Background: an optimization exercise with open tools, aiming at a short achievable clock period and few clock cycles per item. Do not read the settings as production practice.
RTL that was checked went through simulation tests only; none was proved equivalent to the original.
No functional check of the RTL was part of run 1.
Power and IR drop assume default switching activity.

--- flow/config.mk ---
export PLATFORM = sky130hd
export DESIGN_NAME = cpu
export DESIGN_NICKNAME = cpu
export VERILOG_FILES = /design/flow/design.v
export SDC_FILE = /design/flow/constraint.sdc
export NUM_CORES = 4
export LEC_CHECK = 0
export ABC_CLOCK_PERIOD_IN_PS = 2500
export CAP_MARGIN = 20
export CORE_MARGIN = 2
export CORE_UTILIZATION = 25
export PLACE_DENSITY = 0.45
export SETUP_SLACK_MARGIN = 5
export SLEW_MARGIN = 20
export TNS_END_PERCENT = 100
--- flow/constraint.sdc ---
create_clock -name core_clock -period 8.0 [get_ports {clk}]
set_input_delay 1.6000 -clock core_clock [delete_from_list [all_inputs] [get_ports {clk}]]
set_output_delay 1.6000 -clock core_clock [all_outputs]
set_load 0.01 [all_outputs]
--- flow/design.v ---
`default_nettype none
module cpu(
	input clk,
	input rst,
	output reg [31:0] address,
	input [31:0] dataIn,
	output reg [31:0] dataOut,
	output reg writeEnable,
	output reg [3:0] writeMask,
	output reg transactionBegin,
	input transactionEnd
);
localparam [6:0] OPIMM = 7'd19;
localparam [6:0] LUI   = 7'd55;
localparam [6:0] AUIPC = 7'd23;
localparam [6:0] OP    = 7'd51;
localparam [6:0] JAL   = 7'd111;
localparam [6:0] JALR  = 7'd103;
localparam [6:0] BR    = 7'd99;
localparam [6:0] LD    = 7'd3;
localparam [6:0] ST    = 7'd35;
localparam [26:0] RF   = 27'h7000000;    
reg phF, phA, phB, phM, phW, phX;
reg [31:0] pc;      
reg [31:0] pc4;     
reg [31:0] pcB;     
reg [31:0] jt;      
reg [31:0] ir;      
reg [31:0] r1;      
reg [31:0] imm;     
reg [31:0] moff;    
reg [31:0] saddr;   
wire [6:0] op  = ir[6:0];
wire [2:0] f3  = ir[14:12];
wire [6:0] f7  = ir[31:25];
wire [4:0] rs2 = ir[24:20];
wire [4:0] rd  = ir[11:7];
wire iOPIMM = op == OPIMM;
wire iAUIPC = op == AUIPC;
wire iOP    = op == OP;
wire iJAL   = op == JAL;
wire iJALR  = op == JALR;
wire iBR    = op == BR;
wire iLD    = op == LD;
wire iST    = op == ST;
wire [31:0] Bimm = { {20{ir[31]}}, ir[7], ir[30:25], ir[11:8], 1'b0 };
wire [31:0] Jimm = { {12{ir[31]}}, ir[19:12], ir[20], ir[30:21], 1'b0 };
wire [31:0] Uimm = { ir[31:12], 12'h000 };
wire [31:0] rdAddr = { RF, rd };
wire [6:0] dop  = dataIn[6:0];
wire [4:0] drs1 = dataIn[19:15];
wire [4:0] drs2 = dataIn[24:20];
wire [4:0] drd  = dataIn[11:7];
wire [31:0] dI  = { {20{dataIn[31]}}, dataIn[31:20] };
wire [31:0] dS2 = { {20{dataIn[31]}}, dataIn[30:25], dataIn[11:7], 1'b0 };
function smallDiff;
	input [31:0] a;
	input [31:0] b;
	reg [31:0] y;
	reg [7:0] lo;
	reg [31:0] p;
	reg [31:0] o;
	begin
		y = ~b;
		lo = {1'b0, a[6:0]} + {1'b0, y[6:0]} + 8'd1;
		p = a ^ y;
		o = a | y;
		smallDiff = (lo[7] == p[7]) && (p[31:8] == o[30:7]);
	end
endfunction
function [31:0] aluF;
	input [31:0] a;
	input [31:0] b;
	input [2:0] f3;
	input [6:0] f7;
	input isOP;
	begin
		case (f3)
			3'd0: aluF = (f7 == 7'd0) ? a + b : (isOP && f7 == 7'd16) ? a - b : 32'd0;
			3'd1: aluF = a << b[4:0];
			3'd2: aluF = {31'd0, ~(a < b)};
			3'd3: aluF = {31'd0, ~smallDiff(a, b)};
			3'd4: aluF = a ^ b;
			3'd5: aluF = (f7 == 7'd0 || f7 == 7'd16) ? a >> b[4:0] : 32'd0;
			3'd6: aluF = a | b;
			default: aluF = a & b;
		endcase
	end
endfunction
function flagF;
	input [31:0] a;
	input [31:0] b;
	input [2:0] f3;
	reg [31:0] d;
	begin
		d = a - b;
		case (f3)
			3'd0: flagF = a == b;
			3'd1: flagF = a != b;
			3'd2, 3'd3: flagF = 1'b0;
			default: flagF = d[31];
		endcase
	end
endfunction
wire [31:0] aluA = aluF(dataIn, imm, f3, f7, iOP);
wire [31:0] aluB = aluF(r1, dataIn, f3, f7, iOP);
wire [31:0] aluX = aluF(r1, imm, f3, f7, iOP);
wire flagA = flagF(dataIn, imm, f3);
wire flagB = flagF(r1, dataIn, f3);
wire flagX = flagF(r1, imm, f3);
wire [31:0] maddrA = dataIn + moff;
wire [31:0] maddrX = r1 + moff;
wire [31:0] pcB_now = pc + Bimm;
reg [3:0] smask;
always @(*) begin
	case (f3)
		3'd0: smask = 4'b0001;
		3'd1: smask = 4'b0011;
		3'd2: smask = 4'b1111;
		default: smask = 4'b0000;
	endcase
end
reg [31:0] ldata;
always @(*) begin
	case (f3)
		3'd0: ldata = { 24'd0, dataIn[7:0] };
		3'd1: ldata = { 16'd0, dataIn[15:0] };
		3'd4: ldata = { {24{dataIn[7]}}, dataIn[7:0] };
		3'd5: ldata = { {16{dataIn[15]}}, dataIn[15:0] };
		default: ldata = dataIn;
	endcase
end
reg nF, nA, nB, nM, nW, nX;
reg nbeg, nwe;
reg [3:0] nwm;
reg [31:0] naddr, ndout;
always @(*) begin
	nF = 0; nA = 0; nB = 0; nM = 0; nW = 0; nX = 0;
	nbeg = 0; nwe = 0; nwm = 4'hf;
	naddr = rdAddr;
	ndout = pc;
	if (phF) begin
		if (dop == OPIMM || dop == LD || dop == JALR || dop == OP || dop == BR || dop == ST) begin
			if (drs1 != 5'd0) begin
				nA = 1; nbeg = 1; naddr = { RF, drs1 }; nwe = 0;
			end
			else if (dop == LD) begin
				nM = 1; nbeg = 1; naddr = dI; nwe = 0;
			end
			else if (dop == JALR) begin
				nW = 1; nbeg = 1; naddr = { RF, drd }; ndout = pc; nwe = 1;
			end
			else if (dop == OPIMM) begin
				nX = 1;
			end
			else if (drs2 != 5'd0) begin
				nB = 1; nbeg = 1; naddr = { RF, drs2 }; nwe = 0;
			end
			else begin
				nX = 1;
			end
		end
		else if (dop == LUI) begin
			nW = 1; nbeg = 1; naddr = { RF, drd }; ndout = { dataIn[31:12], 12'h000 }; nwe = 1;
		end
		else if (dop == JAL) begin
			nW = 1; nbeg = 1; naddr = { RF, drd }; ndout = pc; nwe = 1;
		end
		else if (dop == AUIPC) begin
			nX = 1;
		end
		else begin
			nF = 1; nbeg = 1; naddr = pc; nwe = 0;
		end
	end
	else if (phA) begin
		nbeg = 1;
		if ((iOP || iBR || iST) && rs2 != 5'd0) begin
			nB = 1; naddr = { RF, rs2 }; nwe = 0;
		end
		else if (iOPIMM || iOP) begin
			nW = 1; naddr = rdAddr; ndout = aluA; nwe = 1;
		end
		else if (iLD) begin
			nM = 1; naddr = maddrA; nwe = 0;
		end
		else if (iST) begin
			nM = 1; naddr = maddrA; ndout = 32'd0; nwe = 1; nwm = smask;
		end
		else if (iBR) begin
			nF = 1; naddr = flagA ? pc4 : pcB; nwe = 0;
		end
		else if (iJALR) begin
			nW = 1; naddr = rdAddr; ndout = pc; nwe = 1;
		end
		else begin
			nF = 1; naddr = pc; nwe = 0;
		end
	end
	else if (phB) begin
		nbeg = 1;
		if (iST) begin
			nM = 1; naddr = saddr; ndout = dataIn; nwe = 1; nwm = smask;
		end
		else if (iBR) begin
			nF = 1; naddr = flagB ? pc4 : pcB; nwe = 0;
		end
		else if (iOP) begin
			nW = 1; naddr = rdAddr; ndout = aluB; nwe = 1;
		end
		else begin
			nF = 1; naddr = pc; nwe = 0;
		end
	end
	else if (phX) begin
		nbeg = 1;
		if (iAUIPC) begin
			nW = 1; naddr = rdAddr; ndout = pc + Uimm; nwe = 1;
		end
		else if (iOPIMM || iOP) begin
			nW = 1; naddr = rdAddr; ndout = aluX; nwe = 1;
		end
		else if (iST) begin
			nM = 1; naddr = maddrX; ndout = imm; nwe = 1; nwm = smask;
		end
		else if (iBR) begin
			nF = 1; naddr = flagX ? pc4 : pcB_now; nwe = 0;
		end
		else begin
			nF = 1; naddr = pc; nwe = 0;
		end
	end
	else if (phM) begin
		nbeg = 1;
		if (iLD) begin
			nW = 1; naddr = rdAddr; ndout = ldata; nwe = 1;
		end
		else begin
			nF = 1; naddr = pc4; nwe = 0;
		end
	end
	else begin  
		nbeg = 1;
		nF = 1; naddr = (iJAL || iJALR) ? jt + 32'd4 : pc4; nwe = 0;
	end
end
always @(posedge clk) begin
	if (rst) begin
		phF <= 1; phA <= 0; phB <= 0; phM <= 0; phW <= 0; phX <= 0;
		transactionBegin <= 1;
		address <= 0;
		dataOut <= 0;
		writeEnable <= 0;
		writeMask <= 0;
		pc <= 0;
		pc4 <= 0;
		pcB <= 0;
		jt <= 0;
		ir <= 0;
		r1 <= 0;
		imm <= 0;
		moff <= 0;
		saddr <= 0;
	end
	else begin
		address <= naddr;
		dataOut <= ndout;
		writeEnable <= nwe;
		writeMask <= nwm;
		if (transactionBegin) begin
			transactionBegin <= 0;
		end
		else if (phX || transactionEnd) begin
			transactionBegin <= nbeg;
			phF <= nF; phA <= nA; phB <= nB; phM <= nM; phW <= nW; phX <= nX;
		end
		if (transactionBegin && phF) pc <= address;
		pc4 <= pc + 32'd4;
		pcB <= pcB_now;
		saddr <= maddrX;
		jt <= (iJAL ? pc : r1) + Jimm;
		if (phF) begin
			ir <= dataIn;
			r1 <= 0;
			imm <= (dop == OPIMM) ? dI : 32'd0;
			moff <= (dop == ST) ? dS2 : dI;
		end
		if (phA) r1 <= dataIn;
	end
end
endmodule
--- flow/run.sh ---
#!/bin/bash
# synth_recipe.tcl (not shown) runs the flow's synth.tcl, then flattens the netlist and writes it again
# the make line also repeats each setting of config.mk as NAME=value (left out here)
make -C /OpenROAD-flow-scripts/flow DESIGN_CONFIG=/design/flow/config.mk WORK_HOME=/design/flow/orfs CLKGATE_MAP_FILE= SYNTH_SCRIPT=/design/flow/synth_recipe.tcl finish
==> summary.txt, run 1 <==
Synthesis
  – Synthesized cell area: 52,570 µm²
  – Count leader, synth: nor2_1
  – FF+latch count, synth: 321
  – Number of synthesized flops with an enable pin: 0
  – Warnings, synthesis: 1
  – Synth async-reset ratio: 0
  – Post-Synthesis Cells: between 7,000 and 8,000
  – Post-synth top cells: nor2_1 (800), a21oi_1 (740), nand2_1 (534)
  – Yosys top cell area share: 0.1242
  – Syn_area_per_cell: 7.287 µm²
  – Yosys top cell by area: ha_1
  – Synth area leaders: ha_1 (12%), dfxtp_1 (12%), a21oi_1 (7.0%)
  – Post-Syn Nets: just under 8,000
  – Distinct cells, synth: 101
  – Prevailing post-synth register cell: dfxtp_1
  – Seq/Total Area, Yosys: 0.1222

Critical path
  – WP data arrival: 5.32 ns
  – Worst EP required: 8.59 ns
  – Crit Path Max Fanout: 17
  – Crit. End Element: register
  – Worst Setup Path Type: register to register
  – Worst setup SP type: register

Drt
  – WL final: 452,600 µm
  – Drt first pass iters: 8
  – Vias/cell: between 6 and 7
  – Post-DRT Antenna Nets: 0
  – DR DRC count: 0
  – Detailed Route Iter0 Violations: 11,036
  – WL per Instance: 42.82 µm
  – DR vias: 70,764

Place
  – Worst Setup Slack post-DPL: 1.139 ns
  – Placed insts: about 10,000
  – GPL Wtd Cong: 1.053
  – Post-DP HPWL: approximately 310,000 µm
  – Buffers on Ports: 104

Clocking
  – Clock sink count: between 300 and 400
  – H-tree depth: 2
  – Clock tree from TritonCTS: done
  – Clk slew on worst S/H paths: 0.07 ns
  – CTS Buffer Depth: 3
  – Root buf cell: clkbuf_16
  – Clock Latency Late Sink: 0.78 ns
  – Hold-fix buffers, CTS: 0
  – Total CTS buffers: 50

Global routing
  – Largest net degree at the start of global routing: 163
  – Total gr overflow: 0
  – GRT Util Overall: 0.4004
  – First-pass GRT wire length: 592,900 µm
  – Initial antenna violation count: 64
  – Vias in the first global route: about 65,000

Power and ir drop
  – P_int: 3829 µW
  – LEAKAGE: approximately 0.028 µW
  – Clk pwr share: 0.368
  – Combinational share of power: 0.374
  – Max VDD drop: 0.0001726 V
  – PwrDens: about 90 nW/µm²
  – Total net switching power: 2762 µW
  – Sequential Power Share: 0.258
  – Sw Ratio: 0.4190

STA
  – Final setup violation count: 0
  – RSZ-0062 raised after global routing: yes
  – Fin Setup TNS: 0 ns
  – Minimum clock period: 4.731 ns
  – F_max: between 0.2 and 0.25 GHz
  – Hold WS: roughly 0.48 ns
  – Fin. Hold Viols: 0
  – Slew headroom: 0.1358
  – Least-Margin Pin Slew: 1.293 ns
  – Final slew viol count: 0
  – Period utilization: 0.5914
  – Clk_skew: approximately 0.09 ns
  – Setup ws final: between 3 and 4 ns

Final layout
  – Post-layout util: 0.3506
  – Area Overhead vs Synth: 39.61%
  – Layout fillers: between 20,000 and 25,000
  – Finished Layout Cells: 10,571
  – Fin nets: 8,266
  – Fraction of layout cells with a size suffix above 1: 0.3053

Floorplan
  – Core footprint: approximately 210,000 µm²
  – Initial core utilization: 0.2511
  – # IOs: about 110
  – Die height: 462.6 µm
  – Row count: about 170
  – Die area: 214,000 µm²
  – Die width: 462.6 µm

Worst hold path
  – Hold Path Class: register to register

Job
  – Total of max-cap violations: 0

Outcome
  – Outcome: no timing/DRC/antenna violations
[critical path: stages, from the launching register on]
cell and delay [ns]:
dfxtp_4 0.61, inv_1 0.26, ha_1 0.41, nor4_2 0.33
nand2_1 0.16, or4b_1 0.60, a211oi_4 0.49, o211ai_1 0.29
and3_4 0.30, buf_12 0.14, buf_16 0.14, o311ai_2 0.21
nor3_1 0.09, or3_1 0.34, o2bb2ai_1 0.13
[power groups by stage]
stage	clock (µW)	combinational (µW)	sequential [µW]
finish	2420	2460	1700
global route	2470	2470	1700
CTS	2420	2170	1700
detailed placement	0	1740	1740
global placement	0	1750	1740
floorplan	0	972	1700
[per-layer routing]
layer | up-vias | GRT usage | routed length [µm]
li1 | 27990 | - | -
met1 | 34626 | 0.4663 | 160100
met2 | 6091 | 0.5858 | 185900
met3 | 2025 | 0.1253 | 54560
met4 | 32 | 0.3627 | 51870
met5 | - | 0 | 215
[what timing repair did]
action,4_1_cts,5_1_grt
cloned,34,8
resized for setup,1483,514
setup endpoints to repair,247,127
pin swaps,360,289
hold endpoints to repair,0,0
setup buffers,367,192
[state kept, by name (all words and copies together), names as in the netlist, 12 cells and up]
register,cells
saddr,32
imm,12
pcB,32
pc,32
dataOut,32
moff,13
address,32
pc4,31
r1,32
jt,32
ir,31
[worst paths after layout]
| kind | endpoint | slack [ns] | depth (start not counted) | startpoint |
|---|---|---|---|---|
| setup / recovery | address[30]$_SDFF_PP0_ | 3.27 | 14 | r1[20]$_SDFFE_PP0P_ |
| hold / removal | pc[12]$_SDFFE_PP0P_ | 0.48 | 2 | address[12]$_SDFF_PP0_ |
| setup reg to reg | address[30]$_SDFF_PP0_ | 3.27 | 14 | r1[20]$_SDFFE_PP0P_ |
| hold reg to reg | pc[12]$_SDFFE_PP0P_ | 0.48 | 2 | address[12]$_SDFF_PP0_ |
[placed cells by master, fill, tap and decap left out, drive strengths merged, types with 61 or more instances in the layout]
cell type / n
xor2: 140
nand3: 167
nand2: 535
a211oi: 143
mux2i: 236
dfxtp: 321
clkbuf: 93
mux2: 61
mux4: 163
nand2b: 76
a21o: 165
nor2b: 83
xnor2: 151
o22ai: 80
a31oi: 98
o21ai: 525
o221ai: 66
a221oi: 74
o21bai: 63
nor3: 211
nor2: 800
ha: 522
o211ai: 115
buf: 952
inv: 205
a21oi: 742
[layout make-up]
type                    count  area [µm²]  area share
multi-input cells        6039       49530      0.6748
repair buffers           1048       10840      0.1477
flip-flops and latches    321        6655     0.09068
well taps                2805        3510     0.04782
clock buffers              73        1459     0.01988
inverters                 235        1096     0.01493
clock inverters            18       202.7    0.002762
diodes                     29       72.57   0.0009888
repair inverters            3       33.78   0.0004603
[stage by stage]
step / power [µW] / area (µm²)
finish: 6591 / 73390
global route: 6636 / 73330
CTS: 6290 / 69440
detailed placement: 3483 / 58170
global placement: 3488 / 58110
floorplan: 2677 / 53540
[cell families after synthesis]
kind of cell    count (synthesis)  synth area share
flops                         321            0.1222
buf+inv                       857           0.06376
simple gates                 2195            0.1920
compound gates               2557            0.3172
mux                           460            0.1279
fa+ha+maj                     533            0.1284
xor+xnor                      291           0.04848
==> run 2, diff against run 1 <==
--- a/flow/design.v
+++ b/flow/design.v
@@ -28,7 +28,9 @@
 reg [31:0] ir;      
 reg [31:0] r1;      
 reg [31:0] imm;     
-reg [31:0] moff;    
+reg [31:0] opA;     
+reg [31:0] r1x;     
+reg [31:0] r1s;     
 reg [31:0] saddr;   
 wire [6:0] op  = ir[6:0];
 wire [2:0] f3  = ir[14:12];
@@ -52,20 +54,13 @@
 wire [4:0] drs2 = dataIn[24:20];
 wire [4:0] drd  = dataIn[11:7];
 wire [31:0] dI  = { {20{dataIn[31]}}, dataIn[31:20] };
-wire [31:0] dS2 = { {20{dataIn[31]}}, dataIn[30:25], dataIn[11:7], 1'b0 };
 function smallDiff;
 	input [31:0] a;
 	input [31:0] b;
-	reg [31:0] y;
-	reg [7:0] lo;
-	reg [31:0] p;
-	reg [31:0] o;
+	reg [32:0] d;
 	begin
-		y = ~b;
-		lo = {1'b0, a[6:0]} + {1'b0, y[6:0]} + 8'd1;
-		p = a ^ y;
-		o = a | y;
-		smallDiff = (lo[7] == p[7]) && (p[31:8] == o[30:7]);
+		d = {1'b0, a} - {1'b0, b};
+		smallDiff = d[31:7] == 25'd0;
 	end
 endfunction
 function [31:0] aluF;
@@ -88,28 +83,76 @@
 	end
 endfunction
 function flagF;
-	input [31:0] a;
-	input [31:0] b;
+	input eq;
+	input neg;
 	input [2:0] f3;
-	reg [31:0] d;
 	begin
-		d = a - b;
 		case (f3)
-			3'd0: flagF = a == b;
-			3'd1: flagF = a != b;
+			3'd0: flagF = eq;
+			3'd1: flagF = ~eq;
 			3'd2, 3'd3: flagF = 1'b0;
-			default: flagF = d[31];
+			default: flagF = neg;
 		endcase
 	end
 endfunction
-wire [31:0] aluA = aluF(dataIn, imm, f3, f7, iOP);
-wire [31:0] aluB = aluF(r1, dataIn, f3, f7, iOP);
-wire [31:0] aluX = aluF(r1, imm, f3, f7, iOP);
-wire flagA = flagF(dataIn, imm, f3);
-wire flagB = flagF(r1, dataIn, f3);
-wire flagX = flagF(r1, imm, f3);
-wire [31:0] maddrA = dataIn + moff;
-wire [31:0] maddrX = r1 + moff;
+function [31:0] rev;
+	input [31:0] x;
+	integer i;
+	begin
+		for (i = 0; i < 32; i = i + 1) rev[i] = x[31 - i];
+	end
+endfunction
+wire [31:0] Iimm  = { {20{ir[31]}}, ir[31:20] };
+wire [31:0] S2imm = { {20{ir[31]}}, ir[30:25], ir[11:7], 1'b0 };
+wire f7ok = f7 == 7'd0 || f7 == 7'd16;
+wire subB = iBR || (iOP && (f3 == 3'd2 || f3 == 3'd3 || (f3 == 3'd0 && f7 == 7'd16)));
+wire dsubB = (dop == BR) || (dop == OP && (dataIn[14:12] == 3'd2 || dataIn[14:12] == 3'd3 ||
+             (dataIn[14:12] == 3'd0 && dataIn[31:25] == 7'd16)));
+wire [4:0] shamtA = iOPIMM ? ir[24:20] : 5'd0;
+wire bZero = iOPIMM ? (ir[31:20] == 12'd0) : 1'b1;
+wire [32:0] sumA = {1'b0, dataIn} + {1'b0, opA};
+wire [31:0] pA = dataIn ^ opA;
+wire [31:0] oA = dataIn | opA;
+wire [7:0] loA = {1'b0, dataIn[6:0]} + {1'b0, opA[6:0]};
+wire smallA = (loA[7] == pA[7]) && (pA[31:8] == oA[30:7]);    
+wire [31:0] shlA = dataIn << shamtA;
+wire [31:0] shrA = dataIn >> shamtA;
+reg [31:0] aluA;
+always @(*) begin
+	case (f3)
+		3'd0: aluA = (f7 == 7'd0 || (iOP && f7 == 7'd16)) ? sumA[31:0] : 32'd0;
+		3'd1: aluA = shlA;
+		3'd2: aluA = {31'd0, sumA[32] | bZero};
+		3'd3: aluA = {31'd0, ~smallA};
+		3'd4: aluA = pA;
+		3'd5: aluA = f7ok ? shrA : 32'd0;
+		3'd6: aluA = oA;
+		default: aluA = dataIn & opA;
+	endcase
+end
+wire flagA = flagF(dataIn == 32'd0, dataIn[31], f3);
+wire [32:0] sumB = {1'b0, r1x} + {1'b0, dataIn};
+wire [31:0] pB = r1x ^ dataIn;
+wire [31:0] gB = r1x & dataIn;
+wire [7:0] loB = {1'b0, r1x[6:0]} + {1'b0, dataIn[6:0]};
+wire onesB = (loB[7] == ~pB[7]) && (gB[30:7] == ~pB[31:8]);    
+wire [31:0] shB = r1s << dataIn[4:0];
+reg [31:0] aluB;
+always @(*) begin
+	case (f3)
+		3'd0: aluB = (f7 == 7'd0) ? sumB[31:0] : (f7 == 7'd16) ? ~sumB[31:0] : 32'd0;
+		3'd1: aluB = shB;
+		3'd2: aluB = {31'd0, ~sumB[32]};
+		3'd3: aluB = {31'd0, ~onesB};
+		3'd4: aluB = r1 ^ dataIn;
+		3'd5: aluB = f7ok ? rev(shB) : 32'd0;
+		3'd6: aluB = r1 | dataIn;
+		default: aluB = r1 & dataIn;
+	endcase
+end
+wire flagB = flagF(r1 == dataIn, ~sumB[31], f3);
+wire [31:0] aluX = aluF(32'd0, imm, f3, f7, iOP);
+wire flagX = flagF(imm == 32'd0, imm[31], f3);
 wire [31:0] pcB_now = pc + Bimm;
 reg [3:0] smask;
 always @(*) begin
@@ -182,10 +225,10 @@
 			nW = 1; naddr = rdAddr; ndout = aluA; nwe = 1;
 		end
 		else if (iLD) begin
-			nM = 1; naddr = maddrA; nwe = 0;
+			nM = 1; naddr = sumA[31:0]; nwe = 0;
 		end
 		else if (iST) begin
-			nM = 1; naddr = maddrA; ndout = 32'd0; nwe = 1; nwm = smask;
+			nM = 1; naddr = sumA[31:0]; ndout = 32'd0; nwe = 1; nwm = smask;
 		end
 		else if (iBR) begin
 			nF = 1; naddr = flagA ? pc4 : pcB; nwe = 0;
@@ -221,7 +264,7 @@
 			nW = 1; naddr = rdAddr; ndout = aluX; nwe = 1;
 		end
 		else if (iST) begin
-			nM = 1; naddr = maddrX; ndout = imm; nwe = 1; nwm = smask;
+			nM = 1; naddr = S2imm; ndout = 32'd0; nwe = 1; nwm = smask;
 		end
 		else if (iBR) begin
 			nF = 1; naddr = flagX ? pc4 : pcB_now; nwe = 0;
@@ -259,7 +302,9 @@
 		ir <= 0;
 		r1 <= 0;
 		imm <= 0;
-		moff <= 0;
+		opA <= 0;
+		r1x <= 0;
+		r1s <= 0;
 		saddr <= 0;
 	end
 	else begin
@@ -277,15 +322,24 @@
 		if (transactionBegin && phF) pc <= address;
 		pc4 <= pc + 32'd4;
 		pcB <= pcB_now;
-		saddr <= maddrX;
+		saddr <= r1 + S2imm;
+		if (iOPIMM) opA <= (f3 == 3'd2 || f3 == 3'd3) ? 32'd0 - Iimm : Iimm;
+		else if (iLD) opA <= Iimm;
+		else if (iST) opA <= S2imm;
+		else opA <= 32'd0;
 		jt <= (iJAL ? pc : r1) + Jimm;
 		if (phF) begin
 			ir <= dataIn;
 			r1 <= 0;
 			imm <= (dop == OPIMM) ? dI : 32'd0;
-			moff <= (dop == ST) ? dS2 : dI;
+			r1x <= {32{dsubB}};
+			r1s <= 0;
+		end
+		if (phA) begin
+			r1 <= dataIn;
+			r1x <= subB ? ~dataIn : dataIn;
+			r1s <= (f3 == 3'd5) ? rev(dataIn) : dataIn;
 		end
-		if (phA) r1 <= dataIn;
 	end
 end
 endmodule
==> run 2 against run 1 <==
  * Combinational power decreased by 13%
  * Critical path depth down 1
  * Total power grew 4.6%
  * Clock power grew 13%
  * Clock skew is 0.032 ns lower
  * Cell area decreased by 20%
  * Global-route usage down 5.7 points
  * Register-to-register slack gained 0.64 ns
  * Sequential power rose by 19%
  * Via count down 24%
  * Flip-flop and latch count grew 65
  * Sequential share of layout area grew 4.3 points
  * Largest cell class unchanged
==> summary.txt, run 2 <==
STA
  – RSZ-0062 raised after global routing: yes
  – Least-Margin Pin Slew: 1.249 ns
  – Final setup violation count: 0
  – Minimum clock period: 4.087 ns
  – Fin Setup TNS: 0 ns
  – F_max: roughly 0.24 GHz
  – Fin. Hold Viols: 0
  – Slew headroom: 0.1643
  – Period utilization: 0.5109
  – Setup ws final: 3.913 ns
  – Final slew viol count: 0
  – Clk_skew: 0.05826 ns

Place
  – Worst Setup Slack post-DPL: 1.632 ns
  – Buffers on Ports: 104
  – GPL Wtd Cong: approximately 1.1
  – Placed insts: 7,720
  – Area after detailed placement: 45,950 µm²
  – Post-DP HPWL: 207,900 µm

Synthesis
  – FF+latch count, synth: 386
  – Post-Synthesis Cells: 5,656
  – Warnings, synthesis: 1
  – Number of synthesized flops with an enable pin: 0
  – Distinct cells, synth: 87
  – Count leader, synth: nand2_1
  – Syn_area_per_cell: 7.334 µm²
  – Yosys top cell by area: dfxtp_1
  – Prevailing post-synth register cell: dfxtp_1
  – Post-synth top cells: nand2_1 (564), a21oi_1 (551), nor2_1 (514)
  – Yosys top cell area share: 0.1863
  – Synth async-reset ratio: 0
  – Seq/Total Area, Yosys: 0.1863
  – Synth area leaders: dfxtp_1 (19%), ha_1 (8.4%), a21oi_1 (6.6%)
  – Synthesized cell area: 41,480 µm²
  – Post-Syn Nets: 6,001

Global routing
  – First-pass GRT wire length: about 410,000 µm
  – Total gr overflow: 0
  – GRT Util Overall: 0.3433
  – Vias in the first global route: between 40,000 and 50,000
  – Initial antenna violation count: 28
  – Largest net degree at the start of global routing: between 80 and 90

Drt
  – WL per Instance: approximately 37 µm
  – DR DRC count: 0
  – Drt first pass iters: 10
  – Detailed Route Iter0 Violations: approximately 8,700
  – Post-DRT Antenna Nets: 0
  – WL final: around 300,000 µm
  – Vias/cell: 6.477
  – DR vias: 53,699

Critical path
  – Worst setup SP type: register
  – WP data arrival: roughly 4.6 ns
  – Worst Setup Path Type: register to register
  – Worst EP required: 8.55 ns
  – Crit Path Max Fanout: 7
  – Crit. End Element: register

Clocking
  – Clk slew on worst S/H paths: about 0.06 ns
  – Clock Latency Late Sink: approximately 0.7 ns
  – CTS Buffer Depth: 3
  – Root buf cell: clkbuf_16
  – Clock tree from TritonCTS: done
  – Clock sink count: 386
  – Total CTS buffers: 55
  – H-tree depth: 2

Outcome
  – Outcome: no timing/DRC/antenna violations

Floorplan
  – Die height: about 410 µm
  – Die area: about 170,000 µm²
  – Row count: 149
  – # IOs: 105
  – Die width: 411.4 µm
  – Initial core utilization: 0.2517
  – Core footprint: 164,800 µm²

Power and ir drop
  – Max VDD drop: 0.0001701 V
  – LEAKAGE: 0.02219 µW
  – PwrDens: approximately 120 nW/µm²

Final layout
  – Most frequent cells in the layout: nand2_1 (536), nor2_1 (481), buf_4 (476)
  – Area Overhead vs Synth: 41.30%
  – Finished Layout Cells: 8,291
  – Commonest non-fill, non-tap cell in the layout: nand2_1
  – Fin nets: approximately 6,400
  – Final Cell Area: 58,620 µm²
  – Fraction of layout cells with a size suffix above 1: 0.2888

Job
  – Total of max-cap violations: 0

Worst hold path
  – Hold Path Class: register to register
[run 2: cell types whose count changed in the layout (fill, tap and decap cells not counted), sizes merged, moves of 44 or more]
cell / before / now
nand2b: 76 / 29
mux4: 163 / 39
nor2b: 83 / 36
o22ai: 80 / 36
buf: 952 / 710
a211oi: 143 / 73
nor2: 800 / 514
dfxtp: 321 / 386
o21ai: 525 / 432
ha: 522 / 280
nor3: 211 / 138
a21o: 165 / 97
a21oi: 742 / 551
[run 2: what timing repair did]
item | 4_1_cts | 5_1_grt
cloned | 23 | 4
endpoints found under the setup margin | 301 | 173
hold buffers | 0 | 0
hold endpoints to repair | 0 | 0
pin swaps | 258 | 263
setup buffers | 281 | 146
gates resized for setup | 1151 | 446
[run 2: cell type report]
cell class	count	area (µm²)
fillers	17159	106200
multi-input cells	4608	36790
repair buffers	798	8413
flip-flops and latches	386	7839
well taps	2189	2739
clock buffers	73	1556
inverters	192	868.3
clock inverters	29	367.9
diodes	15	37.54
repair inverters	1	7.507
[run 2: cells by family (layout without fill, tap and decap cells)]
| kind of cell | after synthesis | in the layout | synth area share |
|---|---|---|---|
| simple gates | 1717 | 1721 | 0.1885 |
| other cells | 0 | 15 | 0 |
| fa+ha+maj | 310 | 310 | 0.09893 |
| flops | 386 | 386 | 0.1863 |
| mux | 364 | 364 | 0.1020 |
| buf+inv | 666 | 1093 | 0.06213 |
| compound gates | 1938 | 1938 | 0.3041 |
| xor+xnor | 275 | 275 | 0.05806 |
[run 2: critical path: stages, from the launching register on]
cell and delay, ns:
dfxtp_1 0.76, inv_1 0.46, ha_4 0.37, nor4_4 0.36, nand4_1 0.27, o21a_1 0.26
o21ai_2 0.17, nand2_1 0.09, o31a_4 0.24, buf_6 0.16, buf_8 0.13, mux2_4 0.30
a221oi_2 0.23, o22ai_1 0.12
[run 2: power by group]
part,switching (µW),total [µW],leakage [µW],internal [µW]
logic,1370,2130,0.0181,763
registers,64.3,2020,0.00316,1960
clock network,1170,2740,0.000936,1570
[run 2: worst paths after layout]
path,depth (start not counted),slack (ns),start,to
max,13,3.91,r1[15]$_SDFFE_PP0P_,address[26]$_SDFF_PP0_
min,2,0.46,address[26]$_SDFF_PP0_,pc[26]$_SDFFE_PP0P_
max reg2reg,13,3.91,r1[15]$_SDFFE_PP0P_,address[26]$_SDFF_PP0_
min reg2reg,2,0.46,address[26]$_SDFF_PP0_,pc[26]$_SDFFE_PP0P_
[run 2: routing by layer]
metal	vias up	routed length (µm)	global-route usage
met5	-	584	0.01187
met4	30	29020	0.2411
met3	1345	43860	0.1437
met2	4342	120000	0.4835
met1	26189	113800	0.4175
li1	21793	-	-
[run 2: metrics by stage]
stage | total power [µW] | util | hold slack (ns)
finish | 6893 | 0.3557 | 0.4603
global route | 6965 | 0.3555 | 0.4810
CTS | 6620 | 0.3348 | 0.4678
detailed placement | 3520 | 0.2788 | 0.4615
global placement | 3527 | 0.2786 | 0.4602
floorplan | 2839 | - | 0.4290
Testbench counts of run 2, summed over its fixed seeds: cycles 242,681, transactions 96,000.

[afterwards: timing with drivers on the ports]
No port has a modelled driver above. Below, the same layouts with a new extraction and two added sets of constraints. Step 1, drivers: a clkbuf_16 drives clk and a buf_2 each remaining input, both assumed. Step 2 also shifts input and output timing later by t, the mid clock arrival at the registers, as if the neighbouring blocks saw the same clock. Three values: ideal, step 1, step 2; two values: the first two.
| run | shift t [ns] | setup WS [ns] | cell pins on the clock port's net |
|---|---|---|---|
| run 1 | 0.832 | 3.269 / 3.269 / 2.523 | 1 |
| run 2 | 0.771 | 3.913 / 3.847 / 3.076 | 1 |
After both steps every run listed still meets setup and hold. For run 2, which loses most, drivers alone change the setup slack by -0.066 ns; drivers and shift together by -0.837 ns.
